Source: an optimization exercise on an open RTL-to-GDS flow (aim: small area and a short achievable clock period). Production flows keep margins and buffers that such runs may drop.
Where RTL was checked, it was by simulation tests only, not by an equivalence proof against the original.
The clock port is modelled as an ideal driver; clocking choices that lean on that would not hold on a real chip.

==> run a <==
==> flow/design.v <==
module multiple_add
  #(
    parameter int DATA_WIDTH=32,
    parameter int NUM_ADDERS=64
    )
   (
    input logic 		 clk,
    input logic 		 rst,
    input logic [DATA_WIDTH-1:0] in,
    output logic [NUM_ADDERS*DATA_WIDTH-1:0] out
    );
   localparam int LOW_BITS = 6;  
   localparam int HIGH_BITS = DATA_WIDTH - LOW_BITS;
   logic [DATA_WIDTH-1:0] in_r, in_rr, x;
   logic 		  valid;
   always_ff @(posedge clk or posedge rst) begin
      if (rst) begin
	 in_r <= '0;
	 in_rr <= '0;
	 x <= '0;
	 valid <= 1'b0;
      end
      else begin
	 in_r <= in;
	 in_rr <= in_r;
	 x <= in_rr;
	 valid <= 1'b1;
      end
   end
   logic [HIGH_BITS-1:0] hi, hi_inc, hi_v, hi_inc_v;
   assign hi = x[DATA_WIDTH-1:LOW_BITS];
   assign hi_inc = hi + 1'b1;
   assign hi_v = valid ? hi : '0;
   assign hi_inc_v = valid ? hi_inc : '0;
   for (genvar i = 0; i < NUM_ADDERS; i++) begin : g_sum
      logic [LOW_BITS:0] lo_sum;
      assign lo_sum = {1'b0, x[LOW_BITS-1:0]} + (LOW_BITS+1)'(i);
      assign out[i*DATA_WIDTH +: DATA_WIDTH] =
	{lo_sum[LOW_BITS] ? hi_inc_v : hi_v,
	 valid ? lo_sum[LOW_BITS-1:0] : LOW_BITS'(0)};
   end
endmodule
==> flow/run.sh <==
#!/bin/bash
# synth_recipe.tcl (not shown) runs the flow's synth.tcl, then flattens the netlist and writes it again
# the make line also repeats each setting of config.mk as NAME=value (left out here)
make -C /OpenROAD-flow-scripts/flow DESIGN_CONFIG=/design/flow/config.mk WORK_HOME=/design/flow/orfs CLKGATE_MAP_FILE= SYNTH_SCRIPT=/design/flow/synth_recipe.tcl finish
==> flow/config.mk <==
export PLATFORM = sky130hd
export DESIGN_NAME = multiple_add
export DESIGN_NICKNAME = multiple_add
export VERILOG_FILES = /design/flow/design.v
export SDC_FILE = /design/flow/constraint.sdc
export NUM_CORES = 4
export LEC_CHECK = 0
export CAP_MARGIN = 20
export CORE_AREA = 10 10 710 710
export DIE_AREA = 0 0 720 720
export PLACE_DENSITY = 0.3
export SLEW_MARGIN = 20
==> flow/constraint.sdc <==
create_clock -name core_clock -period 5.0 [get_ports {clk}]
set_input_delay 1.0000 -clock core_clock [delete_from_list [all_inputs] [get_ports {clk}]]
set_output_delay 1.0000 -clock core_clock [all_outputs]
set_load 0.01 [all_outputs]
==> run b (differences from run a) <==
==> flow/design.v, changed modules only <==
module multiple_add_sel
  (
   input logic  b,
   input logic  a1,
   input logic  b_n,
   input logic  b1,
   output logic y
   );
   assign y = ~((b | a1) & (b_n | b1));
endmodule
module multiple_add
  #(
    parameter int DATA_WIDTH=32,
    parameter int NUM_ADDERS=64
    )
   (
    input logic 		 clk,
    input logic 		 rst,
    input logic [DATA_WIDTH-1:0] in,
    output logic [NUM_ADDERS*DATA_WIDTH-1:0] out
    );
   localparam int LOW_BITS = 6;  
   localparam int HIGH_BITS = DATA_WIDTH - LOW_BITS;
   logic [DATA_WIDTH-1:0] in_r, in_rr;
   always_ff @(posedge clk or posedge rst) begin
      if (rst) begin
	 in_r <= '0;
	 in_rr <= '0;
      end
      else begin
	 in_r <= in;
	 in_rr <= in_r;
      end
   end
   logic [LOW_BITS-1:0]   lo;
   logic [HIGH_BITS-1:0]  hi;
   logic [NUM_ADDERS-1:0] cy_d;
   logic [LOW_BITS-1:0][NUM_ADDERS-1:0] low_d;
   assign lo = in_rr[LOW_BITS-1:0];
   assign hi = in_rr[DATA_WIDTH-1:LOW_BITS];
   for (genvar i = 0; i < NUM_ADDERS; i++) begin : g_next
      logic [LOW_BITS:0] lo_sum;
      assign lo_sum = {1'b0, lo} + (LOW_BITS+1)'(i);
      assign cy_d[i] = lo_sum[LOW_BITS];
      for (genvar k = 0; k < LOW_BITS; k++) begin : g_bit
	 assign low_d[k][i] = lo_sum[k];
      end
   end
   logic [HIGH_BITS-1:0]  hi_q, hi_inc_q, hi_n, hi_inc_n;
   logic [NUM_ADDERS-1:1] cy;
   logic [LOW_BITS-1:0][NUM_ADDERS/2-1:0] low;
   logic 		  valid_n;
   always_ff @(posedge clk or posedge rst) begin
      if (rst) begin
	 hi_q <= '0;
	 hi_inc_q <= '0;
	 valid_n <= 1'b1;
      end
      else begin
	 hi_q <= hi;
	 hi_inc_q <= hi + 1'b1;
	 valid_n <= 1'b0;
      end
   end
   assign hi_n = ~hi_q;
   assign hi_inc_n = ~hi_inc_q;
   always_ff @(posedge clk) begin
      cy <= cy_d[NUM_ADDERS-1:1];
   end
   for (genvar k = 0; k < LOW_BITS; k++) begin : g_low
      always_ff @(posedge clk or posedge rst) begin
	 if (rst) low[k][2**k-1:0] <= '0;
	 else low[k][2**k-1:0] <= low_d[k][2**k-1:0];
      end
      if (k < LOW_BITS-1) begin : g_unused
	 assign low[k][NUM_ADDERS/2-1:2**k] = '0;
      end
   end
   for (genvar i = 0; i < NUM_ADDERS; i++) begin : g_out
      for (genvar k = 0; k < LOW_BITS; k++) begin : g_lo
	 localparam int M = i % (2**(k+1));
	 if (M < 2**k) begin : g_reg
	    assign out[i*DATA_WIDTH + k] = low[k][M];
	 end
	 else begin : g_inv
	    assign out[i*DATA_WIDTH + k] = ~(low[k][M - 2**k] | valid_n);
	 end
      end
      if (i == 0) begin : g_hi0
	 assign out[DATA_WIDTH-1:LOW_BITS] = hi_q;
      end
      else begin : g_hi
	 for (genvar j = 0; j < HIGH_BITS; j++) begin : g_bit
	    multiple_add_sel u_sel
	      (.b(cy[i]), .a1(hi_n[j]), .b_n(~cy[i]), .b1(hi_inc_n[j]),
	       .y(out[i*DATA_WIDTH + LOW_BITS + j]));
	 end
      end
   end
endmodule
==> flow/flow/run.sh (new file) <==
#!/bin/bash
# The standard layout, with these changes:
# - the port buffers are made of the smallest buffer (sky130_fd_sc_hd__buf_1)
#   instead of the one buffer_ports picks by default;
# - flow/dont_use.tcl, run at the start of each step that resizes, keeps the
#   per-bit output gates (o22ai) at their smallest size;
# - flow/pin_groups.tcl, run before pin placement, keeps each sum's 32 output
#   pins together, and puts the data pins on the top and bottom edges
#   (vertical met2 pins) and the clock pin alone on the left edge;
# - pins may sit one routing track apart instead of two, so that the 2082
#   pins fit on a smaller die.
set -euo pipefail
cd "$(dirname "$0")/.."
hook="$PWD/flow/dont_use.tcl"
bash standard.sh "BUFFER_PORTS_ARGS=-buffer_cell sky130_fd_sc_hd__buf_1" \
     "PRE_FLOORPLAN_TCL=$hook" "PRE_GLOBAL_PLACE_TCL=$hook" "PRE_RESIZE_TCL=$hook" \
     "PRE_DETAIL_PLACE_TCL=$hook" "PRE_CTS_TCL=$hook" "PRE_GLOBAL_ROUTE_TCL=$hook" \
     "PRE_IO_PLACEMENT_TCL=$PWD/flow/pin_groups.tcl" \
     "PLACE_PINS_ARGS=-min_distance 1 -min_distance_in_tracks" \
     finish > make_finish.log 2>&1
==> flow/flow/dont_use.tcl (new file) <==
# Keep the per-bit output gates (o22ai) at their smallest size: timing repair
# may not upsize them, so it reworks the nets that fan out to them instead.
set_dont_use {sky130_fd_sc_hd__o22ai_2 sky130_fd_sc_hd__o22ai_4}
==> flow/flow/pin_groups.tcl (new file) <==
# Keep the 32 bits of each sum together, in bit order: sums 0..31 on the
# bottom edge and 32..63 on the top edge; the data and reset inputs split
# the same way, and the clock alone on the left edge.
for {set i 0} {$i < 64} {incr i} {
  set names {}
  for {set j 0} {$j < 32} {incr j} { lappend names "out\[[expr {$i*32+$j}]\]" }
  set edge [expr {$i < 32 ? "bottom" : "top"}]
  set_io_pin_constraint -pin_names $names -region $edge:* -group -order
}
set lo {}; set hi {}
for {set j 0} {$j < 16} {incr j} { lappend lo "in\[$j\]"; lappend hi "in\[[expr {$j+16}]\]" }
set_io_pin_constraint -pin_names $lo -region bottom:*
set_io_pin_constraint -pin_names [concat $hi rst] -region top:*
set_io_pin_constraint -pin_names clk -region left:*
==> flow/standard.sh (new file) <==
#!/bin/bash
# synth_recipe.tcl (not shown) runs the flow's synth.tcl, then flattens the netlist and writes it again
# the make line also repeats each setting of config.mk as NAME=value (left out here)
make -C /OpenROAD-flow-scripts/flow DESIGN_CONFIG=/design/flow/config.mk WORK_HOME=/design/flow/orfs CLKGATE_MAP_FILE= SYNTH_SCRIPT=/design/flow/synth_recipe.tcl "${@:-finish}"
CORE_AREA = 5 5 635 315   (was 10 10 710 710)
DIE_AREA = 0 0 640 320   (was 0 0 720 720)
SETUP_SLACK_MARGIN = 1.8   (was unset)
SYNTH_HIERARCHICAL = 1   (was unset)
removed: flow/run.sh
==> run c (differences from run a) <==
==> flow/design.v, changed modules only <==
module multiple_add
  #(
    parameter int DATA_WIDTH=32,
    parameter int NUM_ADDERS=64
    )
   (
    input logic 		 clk,
    input logic 		 rst,
    input logic [DATA_WIDTH-1:0] in,
    output logic [NUM_ADDERS*DATA_WIDTH-1:0] out
    );
   localparam int LOW_BITS = 6;  
   localparam int HIGH_BITS = DATA_WIDTH - LOW_BITS;
   logic [DATA_WIDTH-1:0] in_r, in_rr;
   always_ff @(posedge clk or posedge rst) begin
      if (rst) begin
	 in_r <= '0;
	 in_rr <= '0;
      end
      else begin
	 in_r <= in;
	 in_rr <= in_r;
      end
   end
   logic [LOW_BITS-1:0]   lo;
   logic [HIGH_BITS-1:0]  hi;
   logic [NUM_ADDERS-1:0] cy_d;
   logic [LOW_BITS-1:0][NUM_ADDERS-1:0] low_d;
   assign lo = in_rr[LOW_BITS-1:0];
   assign hi = in_rr[DATA_WIDTH-1:LOW_BITS];
   for (genvar i = 0; i < NUM_ADDERS; i++) begin : g_next
      logic [LOW_BITS:0] lo_sum;
      assign lo_sum = {1'b0, lo} + (LOW_BITS+1)'(i);
      assign cy_d[i] = lo_sum[LOW_BITS];
      for (genvar k = 0; k < LOW_BITS; k++) begin : g_bit
	 assign low_d[k][i] = lo_sum[k];
      end
   end
   logic [HIGH_BITS-1:0]  hi_n, hi_inc_n;
   logic [NUM_ADDERS-1:1] cy, cy_n;
   logic [LOW_BITS-1:0][NUM_ADDERS-1:0] low;
   always_ff @(posedge clk or posedge rst) begin
      if (rst) begin
	 hi_n <= '1;
	 hi_inc_n <= '1;
      end
      else begin
	 hi_n <= ~hi;
	 hi_inc_n <= ~(hi + 1'b1);
      end
   end
   always_ff @(posedge clk) begin
      cy <= cy_d[NUM_ADDERS-1:1];
      cy_n <= ~cy_d[NUM_ADDERS-1:1];
   end
   for (genvar k = 0; k < LOW_BITS; k++) begin : g_low
      always_ff @(posedge clk or posedge rst) begin
	 if (rst) low[k][2**(k+1)-1:0] <= '0;
	 else low[k][2**(k+1)-1:0] <= low_d[k][2**(k+1)-1:0];
      end
      if (k < LOW_BITS-1) begin : g_unused
	 assign low[k][NUM_ADDERS-1:2**(k+1)] = '0;
      end
   end
   for (genvar i = 0; i < NUM_ADDERS; i++) begin : g_out
      for (genvar k = 0; k < LOW_BITS; k++) begin : g_lo
	 assign out[i*DATA_WIDTH + k] = low[k][i % (2**(k+1))];
      end
      if (i == 0) begin : g_hi0
	 assign out[DATA_WIDTH-1:LOW_BITS] = ~hi_n;
      end
      else begin : g_hi
	 for (genvar j = 0; j < HIGH_BITS; j++) begin : g_bit
	    assign out[i*DATA_WIDTH + LOW_BITS + j] =
	      ~((cy[i] | hi_n[j]) & (cy_n[i] | hi_inc_n[j]));
	 end
      end
   end
endmodule
==> flow/flow/run.sh (new file) <==
#!/bin/bash
# The standard layout, with the port buffers made of the smallest buffer
# (sky130_fd_sc_hd__buf_1) instead of the one buffer_ports picks by default.
set -euo pipefail
cd "$(dirname "$0")/.."
bash standard.sh "BUFFER_PORTS_ARGS=-buffer_cell sky130_fd_sc_hd__buf_1" finish > make_finish.log 2>&1
==> flow/standard.sh (new file) <==
#!/bin/bash
# synth_recipe.tcl (not shown) runs the flow's synth.tcl, then flattens the netlist and writes it again
# the make line also repeats each setting of config.mk as NAME=value (left out here)
make -C /OpenROAD-flow-scripts/flow DESIGN_CONFIG=/design/flow/config.mk WORK_HOME=/design/flow/orfs CLKGATE_MAP_FILE= SYNTH_SCRIPT=/design/flow/synth_recipe.tcl "${@:-finish}"
removed: flow/run.sh
==> flow_summary.ini <==
[status]
outcome = timing/DRC/antenna clean

[sta]
finalCritPeriodShare_pct = 84.3
hold_ws_ns = 0.341

[global_route]
met1_usage_pct = 16.6

[final_layout]
multi_input_area_share_pct = 29.1
final-clk-cell-share_pct = 4.29
finalCoreUtilization_pct = 8.55

[worst_hold_path]
hp-start = in_r[16]$_DFF_PP0_

[drt]
detailroute.wirelength.met3_mm = 44.1

[yosys]
yosysTopAreaCell = o22ai_1
(the above is from run c)
==> flow_summary.ini <==
[drt]
detailroute.wirelength.met3_mm = 27.7

[worst_hold_path]
hp-start = in_rr[11]$_DFF_PP0_

[sta]
hold_ws_ns = 0.334
finalCritPeriodShare_pct = 97.8

[global_route]
met1_usage_pct = 21.2

[final_layout]
finalCoreUtilization_pct = 13.4

[status]
outcome = timing/DRC/antenna clean
(the above is from run a)
==> flow_summary.ini <==
[status]
outcome = timing/DRC/antenna clean

[drt]
detailroute.wirelength.met3_mm = 19.6

[worst_hold_path]
hp-start = in_r[13]$_DFF_PP0_

[global_route]
met3_usage_pct = 6.44
met1_usage_pct = 29.3

[sta]
hold_ws_ns = 0.343
finalCritPeriodShare_pct = 64.3

[yosys]
yosysTopAreaCell = o22ai_1

[final_layout]
finalCoreUtilization_pct = 17.6
multi_input_area_share_pct = 36.6
final-clk-cell-share_pct = 2.53
(the above is from run b)
No functional check of the RTL was part of run c.

-- separate check: timing with driven ports --
The flow's constraints put no driver on any port. The routed layouts listed below were extracted and timed again, unchanged, in two steps.
Step 1 sets driving cells, clkbuf_16 on the clock port and buf_2 on the other inputs (assumed; they add their load-dependent delay and slew).
Step 2, shift: input delay + t, output delay - t, t = (earliest + latest rising clock arrival at the registers) / 2. This alone moves slack from input paths to output paths.
Slacks: no drivers / after step 1 / after step 2; pairs: no drivers / after step 1.
run	t, ns	setup slack, ns	slew at the worst register clock pin (ns)
run a	0.481	0.108 / 0.044 / 0.525	0.11 / 0.11
run b	0.681	1.784 / 1.701 / 2.164	0.08 / 0.08
run c	0.764	0.785 / 0.700 / 1.390	0.07 / 0.07
After both steps every run listed still meets setup and hold.
